This design comes from an exercise in tuning for small area and a short achievable clock period on the open sky130 flow, not from production work. In this exercise RTL edits were held to simulation tests only and were not proved equivalent to the original. No driver is modelled on the clock port, so clocking that relies on it looks cheaper here than on a real chip. Power and IR drop assume default switching activity.

==> run a <==
## CPU_Top
module CPU_Top #(
    parameter ADDR_WIDTH = 32,
    parameter DAT_WIDTH = 32
) (
    input   clk,
    input   rst_n,
    output  [ADDR_WIDTH - 1 : 0]    im_PC_o,
    output  [ADDR_WIDTH - 1 : 0]    im_next_PC_o,
    input   [ADDR_WIDTH - 1 : 0]    im_wdata_i,
    output  [4 : 0]                 rs1_o,
    output  [4 : 0]                 rs2_o,
    output  [4 : 0]                 rd_o,
    output  [ADDR_WIDTH - 1 : 0]    ALU_o,
    output  [ADDR_WIDTH - 1 : 0]    memory_data_o,
    output  [ADDR_WIDTH - 1 : 0]    store_data_o
);
==> module cpu_nor3_dup, before the edit <==
module cpu_nor3_dup (input a, b, c, output y);
assign y = ~(a | b | c);
endmodule
==> module cpu_nor2_dup, before the edit <==
module cpu_nor2_dup (input a, b, output y);
assign y = ~(a | b);
endmodule
==> module cpu_rd64, before the edit <==
module cpu_rd64 #(
    parameter NRV = 32
) (
    input  [63:0] sel,
    input  [63:0] d,
    input  [31:0] rv,
    input         wx,
    input         nwx,
    output        y,
    output        y2
);
wire [31:0] n;
wire [7:0]  o;
wire [2:0]  m;
wire        tn;
genvar k;
generate
    for (k = 0; k < 32; k++) begin : g_a
        cpu_aoi22 u (.a0(sel[2*k]), .b0(d[2*k]), .a1(sel[2*k+1]), .b1(d[2*k+1]), .y(n[k]));
    end
    for (k = 0; k < 8; k++) begin : g_o
        cpu_nand4 u (.a(n[4*k]), .b(n[4*k+1]), .c(n[4*k+2]), .d(n[4*k+3]), .y(o[k]));
    end
    if (NRV == 32) begin : g_rv
        wire [7:0] r1;
        wire [1:0] r2;
        for (k = 0; k < 8; k++) begin : g_r1
            cpu_nor4 u (.a(rv[4*k]), .b(rv[4*k+1]), .c(rv[4*k+2]), .d(rv[4*k+3]), .y(r1[k]));
        end
        for (k = 0; k < 2; k++) begin : g_r2
            cpu_nand4 u (.a(r1[4*k]), .b(r1[4*k+1]), .c(r1[4*k+2]), .d(r1[4*k+3]), .y(r2[k]));
        end
        cpu_nor3 u_t (.a(r2[0]), .b(r2[1]), .c(wx), .y(tn));
    end else begin : g_norv
        assign tn = nwx;
    end
endgenerate
cpu_nor3 u_m0 (.a(o[0]), .b(o[1]), .c(o[2]), .y(m[0]));
cpu_nor3 u_m1 (.a(o[3]), .b(o[4]), .c(o[5]), .y(m[1]));
cpu_nor2 u_m2 (.a(o[6]), .b(o[7]), .y(m[2]));
cpu_nand4 u_y (.a(m[0]), .b(m[1]), .c(m[2]), .d(tn), .y(y));
wire [2:0] m2;
cpu_nor3_dup  u_n0 (.a(o[0]), .b(o[1]), .c(o[2]), .y(m2[0]));
cpu_nor3_dup  u_n1 (.a(o[3]), .b(o[4]), .c(o[5]), .y(m2[1]));
cpu_nor2_dup  u_n2 (.a(o[6]), .b(o[7]), .y(m2[2]));
cpu_nand4_dup u_y2 (.a(m2[0]), .b(m2[1]), .c(m2[2]), .d(tn), .y(y2));
endmodule
clock: 20.0 ns
lec_check: 0
abc_clock_period_in_ps: 3000
cap_margin: 20
core_margin: 2
core_utilization: 65
place_density: 0.72
slew_margin: 20
synth_hierarchical: 1
synth_minimum_keep_size: 0
standard.sh (not shown) runs the stock make flow with config.mk's settings and CLKGATE_MAP_FILE= SYNTH_SCRIPT=/design/flow/synth_recipe.tcl, a recipe that flattens the netlist after the stock synthesis.
==> flow/flow/run.sh <==
#!/bin/bash
# Layout flow: the standard synthesis unchanged, then the ORFS stages
# with these changes:
# - combinational cells set to their smallest size before floorplanning
#   (flow/downsize.tcl); repair_design and the sizing below grow them back
#   where timing needs it;
# - a lighter clock tree (no dummy loads, larger sink clusters);
# - ORFS's setup repair left at its default margin, and instead a greedy
#   sizing of the worst paths (flow/gsize.tcl) after CTS and after global
#   routing (flow/post_cts.tcl, flow/post_grt.tcl).
# Each stage's output goes to its own log file here; ORFS's own logs stay
# under orfs/logs.
set -euo pipefail
export FLOW_FLOW_DIR=$PWD/flow
export FLOW_GS_ITER=${FLOW_GS_ITER:-800}
bash standard.sh synth > log_1_synth.txt 2>&1
EXTRA=(
  MATCH_CELL_FOOTPRINT=0
  "PRE_FLOORPLAN_TCL=$PWD/flow/downsize.tcl"
  "POST_CTS_TCL=$PWD/flow/post_cts.tcl"
  "POST_GLOBAL_ROUTE_TCL=$PWD/flow/post_grt.tcl"
  "BUFFER_PORTS_ARGS=-buffer_cell sky130_fd_sc_hd__buf_4"
  "CTS_ARGS=-sink_clustering_enable -repair_clock_nets -dont_use_dummy_load -sink_clustering_size 25 -sink_clustering_max_diameter 100"
)
STAGES=${FLOW_STAGES:-floorplan place cts route finish}
n=2
for s in $STAGES; do
  bash standard.sh "${EXTRA[@]}" $s > log_${n}_$s.txt 2>&1
  n=$((n+1))
done
==> flow/flow/gsize.tcl <==
# Greedy path sizing. Rounds over the endpoints whose slack is within a
# window of the worst one, worst first: for each, resize the one cell on its
# worst path that most improves that endpoint's slack without lowering the
# design's worst slack. Only changes a cell's size within its function.
# replace_cell drops the estimated parasitics of the nets on the cell's pins,
# so they are estimated again after every change.

if {![info exists ::gs_est_mode]} { set ::gs_est_mode -placement }

proc gs_variants {} {
  set vars [dict create]
  foreach lc [get_lib_cells sky130_fd_sc_hd__*] {
    set name [get_name $lc]
    if {![regexp {^sky130_fd_sc_hd__([a-z0-9]+)_([0-9]+)$} $name -> base size]} { continue }
    if {[regexp {^(df|edf|sdf|sed|dl|clk|conb|tap|fill|decap|probe|lpflow|diode|dly)} $base]} { continue }
    if {[get_property $lc dont_use]} { continue }
    dict lappend vars $base [list $size [get_property $lc area] $name]
  }
  return $vars
}

proc gs_est {n} {
  if {[catch {est::estimate_parasitic_net $n} err]} {
    estimate_parasitics $::gs_est_mode
  }
}

proc gs_replace {inst cell} {
  replace_cell $inst $cell
  foreach p [get_pins -of_objects $inst] {
    set n [get_nets -quiet -of_objects $p]
    if {$n ne {}} { gs_est $n }
  }
}

proc gs_area {} {
  set a 0
  foreach i [[ord::get_db_block] getInsts] {
    set m [$i getMaster]
    if {[$m getType] == "CORE"} { set a [expr {$a + [$m getWidth] * [$m getHeight] / 1e6}] }
  }
  return $a
}

proc gs_ep_slack {ep} {
  return [get_property [lindex [find_timing_paths -to $ep -path_delay max] 0] slack]
}

# Try to improve the worst path to endpoint ep by one resize; returns the gain.
proc gs_improve {vars ep} {
  set wns [sta::worst_slack -max]
  set path [lindex [find_timing_paths -to $ep -path_delay max] 0]
  set ep_slack [get_property $path slack]
  set insts {}
  foreach pt [get_property $path points] {
    set pin [get_property $pt pin]
    if {[get_property $pin direction] ne "output"} { continue }
    set inst [get_cells -quiet -of_objects $pin]
    if {$inst ne ""} { lappend insts [get_full_name $inst] }
  }
  set best_inst ""; set best_cell ""; set best_gain 0.0
  foreach iname $insts {
    set inst [get_cells $iname]
    set m [get_property $inst ref_name]
    if {![regexp {^sky130_fd_sc_hd__([a-z0-9]+)_([0-9]+)$} $m -> base size]} { continue }
    if {![dict exists $vars $base]} { continue }
    set cur_area [get_property [get_lib_cells $m] area]
    foreach v [dict get $vars $base] {
      lassign $v vs va vn
      if {$vn eq $m} { continue }
      if {$va <= $cur_area + 1e-6 && $vs <= $size} { continue }
      gs_replace $inst $vn
      set gain [expr {[gs_ep_slack $ep] - $ep_slack}]
      set w [sta::worst_slack -max]
      if {$w >= $wns - 1e-4 && $gain > $best_gain + 1e-3} {
        set best_gain $gain; set best_inst $iname; set best_cell $vn
      }
      gs_replace $inst $m
    }
  }
  if {$best_inst ne ""} { gs_replace [get_cells $best_inst] $best_cell }
  return $best_gain
}

proc gs_run {max_rounds max_area_frac window budget {npaths 400}} {
  set t0 [clock seconds]
  set vars [gs_variants]
  set a0 [gs_area]
  set moves 0
  for {set r 0} {$r < $max_rounds} {incr r} {
    set wns [sta::worst_slack -max]
    set eps {}
    foreach p [find_timing_paths -path_delay max -group_path_count $npaths -endpoint_path_count 1 -sort_by_slack] {
      set s [get_property $p slack]
      if {$s <= $wns + $window + 1e-6} { lappend eps [list $s [get_property $p endpoint]] }
    }
    set eps [lsort -real -index 0 $eps]
    set moved 0
    foreach e $eps {
      set ep [lindex $e 1]
      # several moves on the same endpoint while they keep helping
      for {set k 0} {$k < 8} {incr k} {
        set g [gs_improve $vars $ep]
        if {$g <= 0.0} { break }
        incr moved; incr moves
      }
      if {[clock seconds] - $t0 > $budget} { break }
      if {[gs_area] > $a0 * (1.0 + $max_area_frac)} { break }
    }
    puts "gsize: round $r: [llength $eps] endpoints, $moved moves, wns [format %.3f [sta::worst_slack -max]] area [format %.0f [gs_area]] time [expr {[clock seconds] - $t0}]"
    if {$moved == 0} { break }
    if {[clock seconds] - $t0 > $budget} { puts "gsize: time budget used"; break }
    if {[gs_area] > $a0 * (1.0 + $max_area_frac)} { puts "gsize: area limit"; break }
  }
  puts "gsize: done, $moves moves, wns [sta::worst_slack -max] area [gs_area]"
}
==> flow/flow/post_cts.tcl <==
# Hook after CTS (POST_CTS_TCL): greedy sizing of the worst setup paths
# (flow/gsize.tcl) on placement parasitics, repair of the slew and
# capacitance limits the larger cells may have broken, then re-legalize.
source $::env(FLOW_FLOW_DIR)/gsize.tcl
set ::gs_est_mode -placement
set_propagated_clock [all_clocks]
estimate_parasitics -placement
puts "post_cts: worst slack before sizing [sta::worst_slack -max]"
gs_run 300 0.10 0.0 1200
estimate_parasitics $::gs_est_mode
repair_design_helper
detailed_placement
check_placement -verbose
estimate_parasitics -placement
puts "post_cts: worst slack after sizing [sta::worst_slack -max]"
==> flow/flow/post_grt.tcl <==
# Hook after global routing (POST_GLOBAL_ROUTE_TCL): greedy sizing of the
# worst setup paths (flow/gsize.tcl) on global-route parasitics, then
# re-legalize and re-route the changed nets, repair the slew and capacitance
# limits the larger cells may have broken, and re-legalize and re-route
# once more.
source $::env(FLOW_FLOW_DIR)/gsize.tcl
set ::gs_est_mode -global_routing
set_propagated_clock [all_clocks]
global_route -start_incremental
estimate_parasitics -global_routing
puts "post_grt: worst slack before sizing [sta::worst_slack -max]"
gs_run 100 0.05 0.0 400
detailed_placement
global_route -end_incremental -congestion_report_file $::env(REPORTS_DIR)/congestion_post_gsize.rpt
estimate_parasitics -global_routing
puts "post_grt: worst slack after sizing [sta::worst_slack -max]"
global_route -start_incremental
repair_design_helper
detailed_placement
global_route -end_incremental -congestion_report_file $::env(REPORTS_DIR)/congestion_post_gsize_rd.rpt
check_placement -verbose
estimate_parasitics -global_routing
puts "post_grt: worst slack after repair_design [sta::worst_slack -max]"
report_check_types -max_slew -max_capacitance -violators
write_guides $::env(RESULTS_DIR)/route.guide
Other scripts of this flow, unchanged in this note and not shown: flow/flow/downsize.tcl
==> run b (differences from run a) <==
--- a/flow/flow/gsize.tcl
+++ b/flow/flow/gsize.tcl
@@ -80,3 +80,13 @@
   }
-  if {$best_inst ne ""} { gs_replace [get_cells $best_inst] $best_cell }
+  if {$best_inst ne ""} {
+    set inst [get_cells $best_inst]
+    set old [get_property $inst ref_name]
+    gs_replace $inst $best_cell
+    # a larger cell loads its drivers more: keep no move that breaks a
+    # max-slew or max-capacitance limit
+    if {[sta::max_slew_violation_count] > $::gs_slew_viol || [sta::max_capacitance_violation_count] > $::gs_cap_viol} {
+      gs_replace $inst $old
+      return 0.0
+    }
+  }
   return $best_gain
@@ -89,2 +99,4 @@
   set moves 0
+  set ::gs_slew_viol [sta::max_slew_violation_count]
+  set ::gs_cap_viol [sta::max_capacitance_violation_count]
   for {set r 0} {$r < $max_rounds} {incr r} {
==> flow/flow/post_grt.tcl (replaced) <==
# Hook after global routing (POST_GLOBAL_ROUTE_TCL): greedy sizing of the
# worst setup paths (flow/gsize.tcl) on global-route parasitics, keeping the
# slew and capacitance limits, then re-legalize and re-route the changed
# nets.
source $::env(FLOW_FLOW_DIR)/gsize.tcl
set ::gs_est_mode -global_routing
set_propagated_clock [all_clocks]
global_route -start_incremental
estimate_parasitics -global_routing
puts "post_grt: worst slack before sizing [sta::worst_slack -max]"
gs_run 100 0.05 0.0 400
detailed_placement
global_route -end_incremental -congestion_report_file $::env(REPORTS_DIR)/congestion_post_gsize.rpt
check_placement -verbose
estimate_parasitics -global_routing
puts "post_grt: worst slack after sizing [sta::worst_slack -max]"
report_check_types -max_slew -max_capacitance -violators
write_guides $::env(RESULTS_DIR)/route.guide
==> run c (differences from run a) <==
--- a/flow/design.v
+++ b/flow/design.v
@@ -90,8 +90,2 @@
 endmodule
-module cpu_nor3_dup (input a, b, c, output y);
-assign y = ~(a | b | c);
-endmodule
-module cpu_nor2_dup (input a, b, output y);
-assign y = ~(a | b);
-endmodule
 module cpu_and2 (input a, b, output y);
@@ -199,8 +193,4 @@
 cpu_nor2 u_m2 (.a(o[6]), .b(o[7]), .y(m[2]));
-cpu_nand4 u_y (.a(m[0]), .b(m[1]), .c(m[2]), .d(tn), .y(y));
-wire [2:0] m2;
-cpu_nor3_dup  u_n0 (.a(o[0]), .b(o[1]), .c(o[2]), .y(m2[0]));
-cpu_nor3_dup  u_n1 (.a(o[3]), .b(o[4]), .c(o[5]), .y(m2[1]));
-cpu_nor2_dup  u_n2 (.a(o[6]), .b(o[7]), .y(m2[2]));
-cpu_nand4_dup u_y2 (.a(m2[0]), .b(m2[1]), .c(m2[2]), .d(tn), .y(y2));
+cpu_nand4     u_y  (.a(m[0]), .b(m[1]), .c(m[2]), .d(tn), .y(y));
+cpu_nand4_dup u_y2 (.a(m[0]), .b(m[1]), .c(m[2]), .d(tn), .y(y2));
 endmodule
--- a/flow/flow/run.sh
+++ b/flow/flow/run.sh
@@ -8,4 +8,4 @@
 # - ORFS's setup repair left at its default margin, and instead a greedy
-#   sizing of the worst paths (flow/gsize.tcl) after CTS and after global
-#   routing (flow/post_cts.tcl, flow/post_grt.tcl).
+#   sizing of the worst paths (flow/gsize.tcl) after CTS (flow/post_cts.tcl);
+#   after global routing, ORFS's repair aims at 7.6 ns of setup slack.
 # Each stage's output goes to its own log file here; ORFS's own logs stay
@@ -20,3 +20,2 @@
   "POST_CTS_TCL=$PWD/flow/post_cts.tcl"
-  "POST_GLOBAL_ROUTE_TCL=$PWD/flow/post_grt.tcl"
   "BUFFER_PORTS_ARGS=-buffer_cell sky130_fd_sc_hd__buf_4"
@@ -27,3 +26,6 @@
 for s in $STAGES; do
-  bash standard.sh "${EXTRA[@]}" $s > log_${n}_$s.txt 2>&1
+  STAGE_EXTRA=()
+  # after global routing, ORFS's own setup repair aims at this slack
+  if [ "$s" = route ]; then STAGE_EXTRA=(SETUP_SLACK_MARGIN=7.6); fi
+  bash standard.sh "${EXTRA[@]}" "${STAGE_EXTRA[@]}" $s > log_${n}_$s.txt 2>&1
   n=$((n+1))
--- a/flow/flow/gsize.tcl
+++ b/flow/flow/gsize.tcl
@@ -80,3 +80,13 @@
   }
-  if {$best_inst ne ""} { gs_replace [get_cells $best_inst] $best_cell }
+  if {$best_inst ne ""} {
+    set inst [get_cells $best_inst]
+    set old [get_property $inst ref_name]
+    gs_replace $inst $best_cell
+    # a larger cell loads its drivers more: keep no move that breaks a
+    # max-slew or max-capacitance limit
+    if {[sta::max_slew_violation_count] > $::gs_slew_viol || [sta::max_capacitance_violation_count] > $::gs_cap_viol} {
+      gs_replace $inst $old
+      return 0.0
+    }
+  }
   return $best_gain
@@ -89,2 +99,4 @@
   set moves 0
+  set ::gs_slew_viol [sta::max_slew_violation_count]
+  set ::gs_cap_viol [sta::max_capacitance_violation_count]
   for {set r 0} {$r < $max_rounds} {incr r} {
@@ -116 +128,51 @@
 }
+
+# Area recovery: set cells whose output has ample slack back to the smallest
+# variant of their function, keeping the worst slack, a slack margin on the
+# cell itself and the slew and capacitance limits.
+proc gs_recover {margin budget} {
+  set t0 [clock seconds]
+  set vars [gs_variants]
+  set wns [sta::worst_slack -max]
+  set sv [sta::max_slew_violation_count]
+  set cv [sta::max_capacitance_violation_count]
+  set a0 [gs_area]
+  set cands {}
+  foreach inst [get_cells *] {
+    set m [get_property $inst ref_name]
+    if {![regexp {^sky130_fd_sc_hd__([a-z0-9]+)_([0-9]+)$} $m -> base size]} { continue }
+    if {![dict exists $vars $base]} { continue }
+    set cur_area [get_property [get_lib_cells $m] area]
+    set best ""; set best_area $cur_area
+    foreach v [dict get $vars $base] {
+      lassign $v vs va vn
+      if {$va < $best_area - 1e-6} { set best $vn; set best_area $va }
+    }
+    if {$best eq ""} { continue }
+    set smin 1e9
+    foreach p [get_pins -of_objects $inst -filter "direction==output"] {
+      set s [get_property $p slack_max]
+      if {$s < $smin} { set smin $s }
+    }
+    if {$smin > $wns + 2.0 * $margin} { lappend cands [list $smin [get_full_name $inst] $best] }
+  }
+  set cands [lsort -real -decreasing -index 0 $cands]
+  set n 0
+  foreach c $cands {
+    if {[clock seconds] - $t0 > $budget} { break }
+    lassign $c s0 iname best
+    set inst [get_cells $iname]
+    set m [get_property $inst ref_name]
+    gs_replace $inst $best
+    set ok 1
+    if {[sta::worst_slack -max] < $wns - 1e-4} { set ok 0 }
+    if {$ok} {
+      foreach p [get_pins -of_objects $inst -filter "direction==output"] {
+        if {[get_property $p slack_max] < $wns + $margin} { set ok 0 }
+      }
+    }
+    if {$ok && ([sta::max_slew_violation_count] > $sv || [sta::max_capacitance_violation_count] > $cv)} { set ok 0 }
+    if {$ok} { incr n } else { gs_replace $inst $m }
+  }
+  puts "gs_recover: [llength $cands] candidates, $n downsized, area [format %.0f $a0] -> [format %.0f [gs_area]], wns [sta::worst_slack -max]"
+}
--- a/flow/flow/post_cts.tcl
+++ b/flow/flow/post_cts.tcl
@@ -2,3 +2,4 @@
 # (flow/gsize.tcl) on placement parasitics, repair of the slew and
-# capacitance limits the larger cells may have broken, then re-legalize.
+# capacitance limits the larger cells may have broken, a recovery of area
+# on cells with ample slack (gs_recover), then re-legalize.
 source $::env(FLOW_FLOW_DIR)/gsize.tcl
@@ -11,2 +12,3 @@
 repair_design_helper
+gs_recover 0.5 600
 detailed_placement
removed: flow/flow/post_grt.tcl
==> comparison table <==
|  | run c | run b | run a |
|---|---|---|---|
| Status | no timing/DRC/antenna violations | no timing/DRC/antenna violations | did not finish |
| Last stage reached | - | - | global routing (5_1_grt) |
| Final setup slack of the worst path | 7.17 ns | 6.48 ns | - |
| Slowest cell on the critical path | sky130_fd_sc_hd__nor2_2 | sky130_fd_sc_hd__nor2_1 | - |
| Data required time of the worst path | 16.00 ns | 16.00 ns | - |
| Via density per instance | 8.33 | 8.29 | - |
| Total wirelength of the detailed-routed design | 597 mm | 587 mm | - |
| Non-clock buffer instance count of the final layout | 764 | 561 | - |
| Count of cells along the worst register-to-register path | 23 | 21 | - |
| TritonCTS clock tree | yes | yes | - |
| P_seq | 6.50 mW | 6.49 mW | - |
| Average wire per cell in the routed design | 38.6 um | 38.3 um | - |
| Part of the power in the clock network | 31.2% | 31.5% | - |
| Post-CTS clock slew at the launch and capture registers of the worst setup and hold paths | 0.09 ns | 0.06 ns | - |
| Start point of the critical path | im_wdata_i[16] | im_wdata_i[21] | - |
| Floorplan die height | 448 um | 448 um | 448 um |
| Number of sequential cells | 3200 | 3200 | - |
| Internal power | 8.06 mW | 8.03 mW | - |
| Clk sinks | 3200 | 3200 | - |
| Final sum of negative setup slack | 0 ns | 0 ns | - |
| Number of cells traversed by the worst hold path | 1 | 1 | - |

afterwards: timing with drivers on the ports:
The results above use ideal ports. As a check the final layouts listed here were re-extracted and re-timed, cells and wires unchanged. Step 1 sets driving cells, clkbuf_16 on the clock port and buf_2 on the other inputs (assumed; they add their load-dependent delay and slew). Step 2 also shifts input and output timing later by t, the mid clock arrival at the registers, as if the neighbouring blocks saw the same clock. Three values: ideal ports, drivers, drivers and shift; two values: the first two.
| run | t, ns | setup slack, ns | pins driven straight from the clock port |
|---|---|---|---|
| run b | 0.969 | 6.484 / 6.418 / 6.418 | 1 |
| run c | 0.968 | 7.171 / 7.124 / 7.124 | 1 |
After both steps every run listed still meets setup and hold. For run b, which loses most, drivers alone change the setup slack by -0.066 ns; drivers and shift together by -0.066 ns.
